This is an optimization exercise on Yosys and OpenROAD, whose aim is small area and a short achievable clock period, not a production implementation.
Where RTL was checked, it was by simulation tests only, not by an equivalence proof against the original.
Power figures rest on the tool's default switching activity, not on a simulated workload.

==> job 8424: inputs <==
==> flow/design.v <==
`timescale 1ns / 1ps
module alu (
input [7:0] a,
input [7:0] b,
input binv,
input bz,
input sh_l,
input sh_r,
input rot_l,
input rot_r,
input asr,
input s_add,
input s_mul,
input s_and,
input s_xor,
input s_mov,
output [7:0] res,
output [7:0] ext_res,
output cb
);
wire [7:0] bx = (b & {8{~bz}}) ^ {8{binv}};
wire [8:0] sum = {1'b0, a} + {1'b0, bx} + {8'd0, binv ^ bz};
wire [15:0] prod;
mul8 m0 (.a(a), .b(b), .p(prod));
assign cb = sum[8] ^ binv;
assign ext_res = prod[15:8];
wire [7:0] left = {a[6:0], rot_l & a[7]};
wire [7:0] right = {(rot_r & a[0]) | (asr & a[7]), a[7:1]};
assign res = ({8{sh_l}} & left)
           | ({8{sh_r}} & right)
           | ({8{s_add}} & sum[7:0])
           | ({8{s_mul}} & prod[7:0])
           | ({8{s_and}} & (a & b))
           | ({8{s_xor}} & (a ^ b))
           | ({8{s_mov}} & b);
endmodule
module mul8 (
input [7:0] a,
input [7:0] b,
output [15:0] p
);
wire [9:0] a1 = {2'b0, a};
wire [9:0] a2 = {1'b0, a, 1'b0};
wire [9:0] a3 = a1 + a2;
wire [39:0] r;
genvar k;
generate for (k = 0; k < 4; k = k + 1) begin : g_pp
wire s1 = ~b[2*k+1] & b[2*k];
wire s2 = b[2*k+1] & ~b[2*k];
wire s3 = b[2*k+1] & b[2*k];
assign r[10*k +: 10] = ({10{s1}} & a1) | ({10{s2}} & a2) | ({10{s3}} & a3);
end endgenerate
wire [15:0] r0 = {6'd0, r[9:0]};
wire [15:0] r1 = {4'd0, r[19:10], 2'd0};
wire [15:0] r2 = {2'd0, r[29:20], 4'd0};
wire [15:0] r3 = {r[39:30], 6'd0};
wire [15:0] s1 = r0 ^ r1 ^ r2;
wire [15:0] c1 = ((r0 & r1) | (r0 & r2) | (r1 & r2)) << 1;
wire [15:0] s2 = s1 ^ c1 ^ r3;
wire [15:0] c2 = ((s1 & c1) | (s1 & r3) | (c1 & r3)) << 1;
assign p = s2 + c2;
endmodule
`timescale 1ns / 1ps
module control_unit (
input [7:0] instr,
input cb_in,
output rf_we,
output pc_load,
output halt,
output acc_we,
output ext_we,
output cb_we,
output binv,
output bz,
output sh_l,
output sh_r,
output rot_l,
output rot_r,
output asr,
output s_add,
output s_mul,
output s_and,
output s_xor,
output s_mov
);
wire [3:0] h = instr[7:4];
wire [3:0] l = instr[3:0];
wire z = (h == 4'h0) & ~l[3];
wire is_inc = z & (l[2:0] == 3'd6);
wire is_dec = z & (l[2:0] == 3'd7);
wire is_add = (h == 4'h1);
wire is_sub = (h == 4'h2);
wire is_cmp = (h == 4'h7);
wire is_br  = (h == 4'h8);
wire is_ret = (h == 4'hB);
assign halt = (instr == 8'hFF);
assign rf_we = (h == 4'hA);
assign pc_load = is_ret | (is_br & cb_in);
assign sh_l = z & ((l[2:0] == 3'd1) | (l[2:0] == 3'd4));
assign sh_r = z & ((l[2:0] == 3'd2) | (l[2:0] == 3'd3) | (l[2:0] == 3'd5));
assign rot_l = (l[2:0] == 3'd4);
assign rot_r = (l[2:0] == 3'd3);
assign asr = (l[2:0] == 3'd5);
assign s_add = is_inc | is_dec | is_add | is_sub;
assign s_mul = (h == 4'h3);
assign s_and = (h == 4'h5);
assign s_xor = (h == 4'h6);
assign s_mov = (h == 4'h9);
assign acc_we = sh_l | sh_r | s_add | s_mul | s_and | s_xor | s_mov;
assign ext_we = s_mul;
assign cb_we = s_add | is_cmp;
assign binv = is_sub | is_cmp | is_dec;
assign bz = is_inc | is_dec;
endmodule
`timescale 1ns / 1ps
module program_counter (
input clk,
input rst,
input load,
input hold,
input [3:0] adr_in,
output reg [4:0] pc
);
always @(posedge clk or posedge rst) begin
if (rst)
pc <= 5'b00000;
else if (load)
pc <= {1'b0, adr_in};
else if (!hold)
pc <= pc + 5'd1;
end
endmodule
module register_file (
input clk,
input rst,
input [3:0] adr,
input [7:0] w_data,
input we,
output [7:0] r_data
);
reg [7:0] regs [0:15];
integer i;
wire [3:0] lo = 4'd1 << adr[1:0];
wire [3:0] hi = 4'd1 << adr[3:2];
reg [7:0] g [0:3];
reg [7:0] rd;
integer k, m;
always @(*) begin
  rd = 8'd0;
  for (k = 0; k < 4; k = k + 1) begin
    g[k] = 8'd0;
    for (m = 0; m < 4; m = m + 1)
      g[k] = g[k] | ({8{lo[m]}} & regs[4*k+m]);
    rd = rd | ({8{hi[k]}} & g[k]);
  end
end
assign r_data = rd;
always @(posedge clk or posedge rst) begin
if (rst)
for (i = 0; i < 16; i = i + 1)
regs[i] <= i;
else if (we)
regs[adr] <= w_data;
end
endmodule
`timescale 1ns / 1ps
module processor_top (
input clk,
input rst,
input [7:0] instr_in,
output [4:0] pc_out,
output [7:0] acc_out,
output [7:0] ext_out,
output cb_out,
output halt_out
);
wire [3:0] n = instr_in[3:0];
wire [7:0] rf_data;
wire [7:0] alu_res;
wire [7:0] alu_ext;
wire alu_cb;
wire rf_we, pc_load, halt, acc_we, ext_we, cb_we;
wire binv, bz, sh_l, sh_r, rot_l, rot_r, asr;
wire s_add, s_mul, s_and, s_xor, s_mov;
reg [7:0] acc;
reg [7:0] ext;
reg cb;
control_unit cu0 (
.instr(instr_in),
.cb_in(cb),
.rf_we(rf_we),
.pc_load(pc_load),
.halt(halt),
.acc_we(acc_we),
.ext_we(ext_we),
.cb_we(cb_we),
.binv(binv),
.bz(bz),
.sh_l(sh_l),
.sh_r(sh_r),
.rot_l(rot_l),
.rot_r(rot_r),
.asr(asr),
.s_add(s_add),
.s_mul(s_mul),
.s_and(s_and),
.s_xor(s_xor),
.s_mov(s_mov)
);
program_counter pc0 (
.clk(clk),
.rst(rst),
.load(pc_load),
.hold(halt),
.adr_in(n),
.pc(pc_out)
);
register_file rf0 (
.clk(clk),
.rst(rst),
.adr(n),
.w_data(acc),
.we(rf_we),
.r_data(rf_data)
);
alu alu0 (
.a(acc),
.b(rf_data),
.binv(binv),
.bz(bz),
.sh_l(sh_l),
.sh_r(sh_r),
.rot_l(rot_l),
.rot_r(rot_r),
.asr(asr),
.s_add(s_add),
.s_mul(s_mul),
.s_and(s_and),
.s_xor(s_xor),
.s_mov(s_mov),
.res(alu_res),
.ext_res(alu_ext),
.cb(alu_cb)
);
always @(posedge clk or posedge rst) begin
if (rst) begin
acc <= 8'b0;
ext <= 8'b0;
cb <= 1'b0;
end else begin
if (acc_we)
acc <= alu_res;
if (ext_we)
ext <= alu_ext;
if (cb_we)
cb <= alu_cb;
end
end
assign halt_out = halt;
assign acc_out = acc;
assign ext_out = ext;
assign cb_out = cb;
endmodule
==> flow/flow/run.sh <==
#!/bin/bash
# Standard layout (the standard.sh) with two changes:
# - synthesis leaves full and half adders to ABC as plain gates instead of
#   mapping them to the library's slow fa/ha cells;
# - the port buffers that placement inserts are buf_2 cells.
set -euo pipefail
export ADDER_MAP_FILE=
export BUFFER_PORTS_ARGS="-buffer_cell sky130_fd_sc_hd__buf_2"
bash standard.sh finish > flow.log 2>&1
==> flow/standard.sh <==
#!/bin/bash
# synth_recipe.tcl (not shown) runs the flow's synth.tcl, then flattens the netlist and writes it again
# the make line also repeats each setting of config.mk as NAME=value (left out here)
make -C /OpenROAD-flow-scripts/flow DESIGN_CONFIG=/design/flow/config.mk WORK_HOME=/design/flow/orfs CLKGATE_MAP_FILE= SYNTH_SCRIPT=/design/flow/synth_recipe.tcl "${@:-finish}"
==> flow/config.mk <==
export PLATFORM = sky130hd
export DESIGN_NAME = processor_top
export DESIGN_NICKNAME = processor_top
export VERILOG_FILES = /design/flow/design.v
export SDC_FILE = /design/flow/constraint.sdc
export NUM_CORES = 4
export LEC_CHECK = 0
export ABC_AREA = 1
export CAP_MARGIN = 5
export CORE_MARGIN = 2
export CORE_UTILIZATION = 40
export CTS_BUF_LIST = sky130_fd_sc_hd__clkbuf_8
export SETUP_SLACK_MARGIN = 3.6
export SLEW_MARGIN = 5
==> flow/constraint.sdc <==
create_clock -name core_clock -period 8.0 [get_ports {clk}]
set_input_delay 1.6000 -clock core_clock [delete_from_list [all_inputs] [get_ports {clk}]]
set_output_delay 1.6000 -clock core_clock [all_outputs]
set_load 0.01 [all_outputs]
==> job 407: changes against job 8424 <==
==> flow/design.v (replaced) <==
`timescale 1ns / 1ps
module alu (
input [7:0] a,
input [7:0] b,
input binv,
input bz,
input [9:0] sel,
output [7:0] res,
output [7:0] ext_res,
output cb
);
wire [7:0] bb = (b & {8{~bz}}) ^ {8{binv}};
wire [8:0] sum = {1'b0, a} + {1'b0, bb} + {8'd0, binv ^ bz};
wire [15:0] prod;
mul8 m0 (.a(a), .b(b), .p(prod));
assign cb = sum[8] ^ binv;
assign ext_res = prod[15:8];
assign res = ({8{sel[0]}} & {a[6:0], 1'b0})
           | ({8{sel[1]}} & {1'b0, a[7:1]})
           | ({8{sel[2]}} & {a[0], a[7:1]})
           | ({8{sel[3]}} & {a[6:0], a[7]})
           | ({8{sel[4]}} & {a[7], a[7:1]})
           | ({8{sel[5]}} & sum[7:0])
           | ({8{sel[6]}} & prod[7:0])
           | ({8{sel[7]}} & (a & b))
           | ({8{sel[8]}} & (a ^ b))
           | ({8{sel[9]}} & b);
endmodule
module mul8 (input [7:0] a, input [7:0] b, output [15:0] p);
wire [9:0] a1 = {2'b0, a};
wire [9:0] a2 = {1'b0, a, 1'b0};
wire [9:0] a3 = a1 + a2;
function [9:0] sel4(input [1:0] s, input [9:0] x1, input [9:0] x2, input [9:0] x3);
  case (s) 2'd0: sel4 = 10'd0; 2'd1: sel4 = x1; 2'd2: sel4 = x2; default: sel4 = x3; endcase
endfunction
wire [15:0] r0 = {6'd0, sel4(b[1:0], a1, a2, a3)};
wire [15:0] r1 = {4'd0, sel4(b[3:2], a1, a2, a3), 2'd0};
wire [15:0] r2 = {2'd0, sel4(b[5:4], a1, a2, a3), 4'd0};
wire [15:0] r3 = {sel4(b[7:6], a1, a2, a3), 6'd0};
wire [15:0] s1 = r0 ^ r1 ^ r2;
wire [15:0] c1 = ((r0 & r1) | (r0 & r2) | (r1 & r2)) << 1;
wire [15:0] s2 = s1 ^ c1 ^ r3;
wire [15:0] c2 = ((s1 & c1) | (s1 & r3) | (c1 & r3)) << 1;
assign p = s2 + c2;
endmodule
`timescale 1ns / 1ps
module control_unit (
input [7:0] instr,
input cb_in,
output rf_we,
output pc_load,
output halt,
output acc_we,
output ext_we,
output cb_we,
output binv,
output bz,
output [9:0] sel
);
wire [3:0] h = instr[7:4];
wire [3:0] l = instr[3:0];
wire z = (h == 4'h0);
wire acc1 = z & ~l[3] & (l[2:0] != 3'd0);
wire is_inc = z & (l == 4'h6);
wire is_dec = z & (l == 4'h7);
wire is_add = (h == 4'h1);
wire is_sub = (h == 4'h2);
wire is_mul = (h == 4'h3);
wire is_and = (h == 4'h5);
wire is_xor = (h == 4'h6);
wire is_cmp = (h == 4'h7);
wire is_br  = (h == 4'h8);
wire is_mov = (h == 4'h9);
wire is_st  = (h == 4'hA);
wire is_ret = (h == 4'hB);
assign halt = (instr == 8'hFF);
assign rf_we = is_st;
assign pc_load = is_ret | (is_br & cb_in);
assign acc_we = acc1 | is_add | is_sub | is_mul | is_and | is_xor | is_mov;
assign ext_we = is_mul;
assign cb_we = is_inc | is_dec | is_add | is_sub | is_cmp;
assign binv = is_sub | is_cmp | is_dec;
assign bz = is_inc | is_dec;
assign sel[0] = z & (l == 4'h1);
assign sel[1] = z & (l == 4'h2);
assign sel[2] = z & (l == 4'h3);
assign sel[3] = z & (l == 4'h4);
assign sel[4] = z & (l == 4'h5);
assign sel[5] = is_inc | is_dec | is_add | is_sub;
assign sel[6] = is_mul;
assign sel[7] = is_and;
assign sel[8] = is_xor;
assign sel[9] = is_mov;
endmodule
`timescale 1ns / 1ps
module program_counter (
input clk,
input rst,
input load,
input hold,
input [3:0] adr_in,
output reg [4:0] pc
);
always @(posedge clk or posedge rst) begin
if (rst)
pc <= 5'b00000;
else if (load)
pc <= {1'b0, adr_in};
else if (!hold)
pc <= pc + 5'd1;
end
endmodule
`timescale 1ns / 1ps
module register_file (
input clk,
input rst,
input [3:0] adr,
input [7:0] w_data,
input we,
output [7:0] r_data
);
reg [7:0] regs [0:15];
assign r_data = regs[adr];
integer i;
always @(posedge clk or posedge rst) begin
if (rst)
for (i = 0; i < 16; i = i + 1)
regs[i] <= i;
else if (we)
regs[adr] <= w_data;
end
endmodule
`timescale 1ns / 1ps
module processor_top (
input clk,
input rst,
input [7:0] instr_in,
output [4:0] pc_out,
output [7:0] acc_out,
output [7:0] ext_out,
output cb_out,
output halt_out
);
wire [3:0] n = instr_in[3:0];
wire [7:0] rf_data;
wire [7:0] alu_res;
wire [7:0] alu_ext;
wire alu_cb;
wire rf_we, pc_load, halt, acc_we, ext_we, cb_we;
wire [9:0] sel;
wire binv, bz;
reg [7:0] acc;
reg [7:0] ext;
reg cb;
control_unit cu0 (
.instr(instr_in),
.cb_in(cb),
.rf_we(rf_we),
.pc_load(pc_load),
.halt(halt),
.acc_we(acc_we),
.ext_we(ext_we),
.cb_we(cb_we),
.binv(binv),
.bz(bz),
.sel(sel)
);
program_counter pc0 (
.clk(clk),
.rst(rst),
.load(pc_load),
.hold(halt),
.adr_in(n),
.pc(pc_out)
);
register_file rf0 (
.clk(clk),
.rst(rst),
.adr(n),
.w_data(acc),
.we(rf_we),
.r_data(rf_data)
);
alu alu0 (
.a(acc),
.b(rf_data),
.binv(binv),
.bz(bz),
.sel(sel),
.res(alu_res),
.ext_res(alu_ext),
.cb(alu_cb)
);
always @(posedge clk or posedge rst) begin
if (rst) begin
acc <= 8'b0;
ext <= 8'b0;
cb <= 1'b0;
end else begin
if (acc_we)
acc <= alu_res;
if (ext_we)
ext <= alu_ext;
if (cb_we)
cb <= alu_cb;
end
end
assign halt_out = halt;
assign acc_out = acc;
assign ext_out = ext;
assign cb_out = cb;
endmodule
==> flow/run.sh (new file) <==
#!/bin/bash
# synth_recipe.tcl (not shown) runs the flow's synth.tcl, then flattens the netlist and writes it again
# the make line also repeats each setting of config.mk as NAME=value (left out here)
make -C /OpenROAD-flow-scripts/flow DESIGN_CONFIG=/design/flow/config.mk WORK_HOME=/design/flow/orfs CLKGATE_MAP_FILE= SYNTH_SCRIPT=/design/flow/synth_recipe.tcl finish
==> flow/config.mk (replaced) <==
export PLATFORM = sky130hd
export DESIGN_NAME = processor_top
export DESIGN_NICKNAME = processor_top
export VERILOG_FILES = /design/flow/design.v
export SDC_FILE = /design/flow/constraint.sdc
export NUM_CORES = 4
export LEC_CHECK = 0
export CAP_MARGIN = 20
export CORE_MARGIN = 2
export CORE_UTILIZATION = 40
export SLEW_MARGIN = 20
removed: flow/flow/run.sh
removed: flow/standard.sh
==> comparison <==
- In clock-buffer cell count, job 8424 and job 407 do not differ.
- In job 407 the setup slack is lower than in job 8424, by 2500 ps.
- Of job 8424 and job 407, job 8424 has the higher sequential power (gap 2.4%, measured against job 407).
- In job 407 the routed wire length is smaller than in job 8424, by about 11%.
- Sequential cell count is the same in job 407 and job 8424.
==> figures <==
metric                                                         job 8424     job 407
Result of the run                      no timing/DRC/antenna violations  no timing/DRC/antenna violations
Half-perimeter wire length of the detailed placement result    22300 um    20800 um
Areal power density over the cells                           203 mW/mm2  236 mW/mm2
Worst hold slack after final layout                              491 ps      464 ps
Flip-flop and latch power                                      0.962 mW    0.939 mW
Total track usage                                                 23.9%       23.7%
Largest net degree at the start of global routing                   151          94
Finished Cell Area                                           0.0118 mm2  0.0112 mm2
Share of the synthesized area in the top cell type                28.0%       29.5%
Met3 demand-to-capacity share in global routing                   3.81%       5.69%
Maximum resistive drop on vdd                                  0.118 mV    0.141 mV
Number of multi-input logic gates                                  1251         744
For job 407, only the layout was checked, not whether the RTL still works.

## re-timing with driven ports
The results above use ideal ports. As a check the final layouts listed here were re-extracted and re-timed, cells and wires unchanged.
Step 1 assumes that a clkbuf_16 drives the clock port and a buf_2 every other input.
Step 2 adds t to the input delays and takes it off the output delays; t is the mean of the earliest and latest rising clock arrival at the registers after step 1. Input paths then give back, and output paths get back, about the clock's delay inside the block.
Slacks: ideal / step 1 / step 2; pairs: ideal / step 1.
run	t (ns)	setup slack, ns	worst hold slack (ns)	clock arrival spread, ns	slew at the worst register clock pin (ns)
job 8424	0.514	3.765 / 3.696 / 3.270	0.491 / 0.491 / 0.491	0.031 / 0.031	0.11 / 0.11
job 407	0.471	1.225 / 1.240 / 0.769	0.464 / 0.464 / 0.464	0.011 / 0.012	0.07 / 0.07
After both steps every run listed still meets setup and hold. The setup slack of job 8424, which loses most, moves by -0.069 ns with the drivers and by -0.495 ns with both steps.
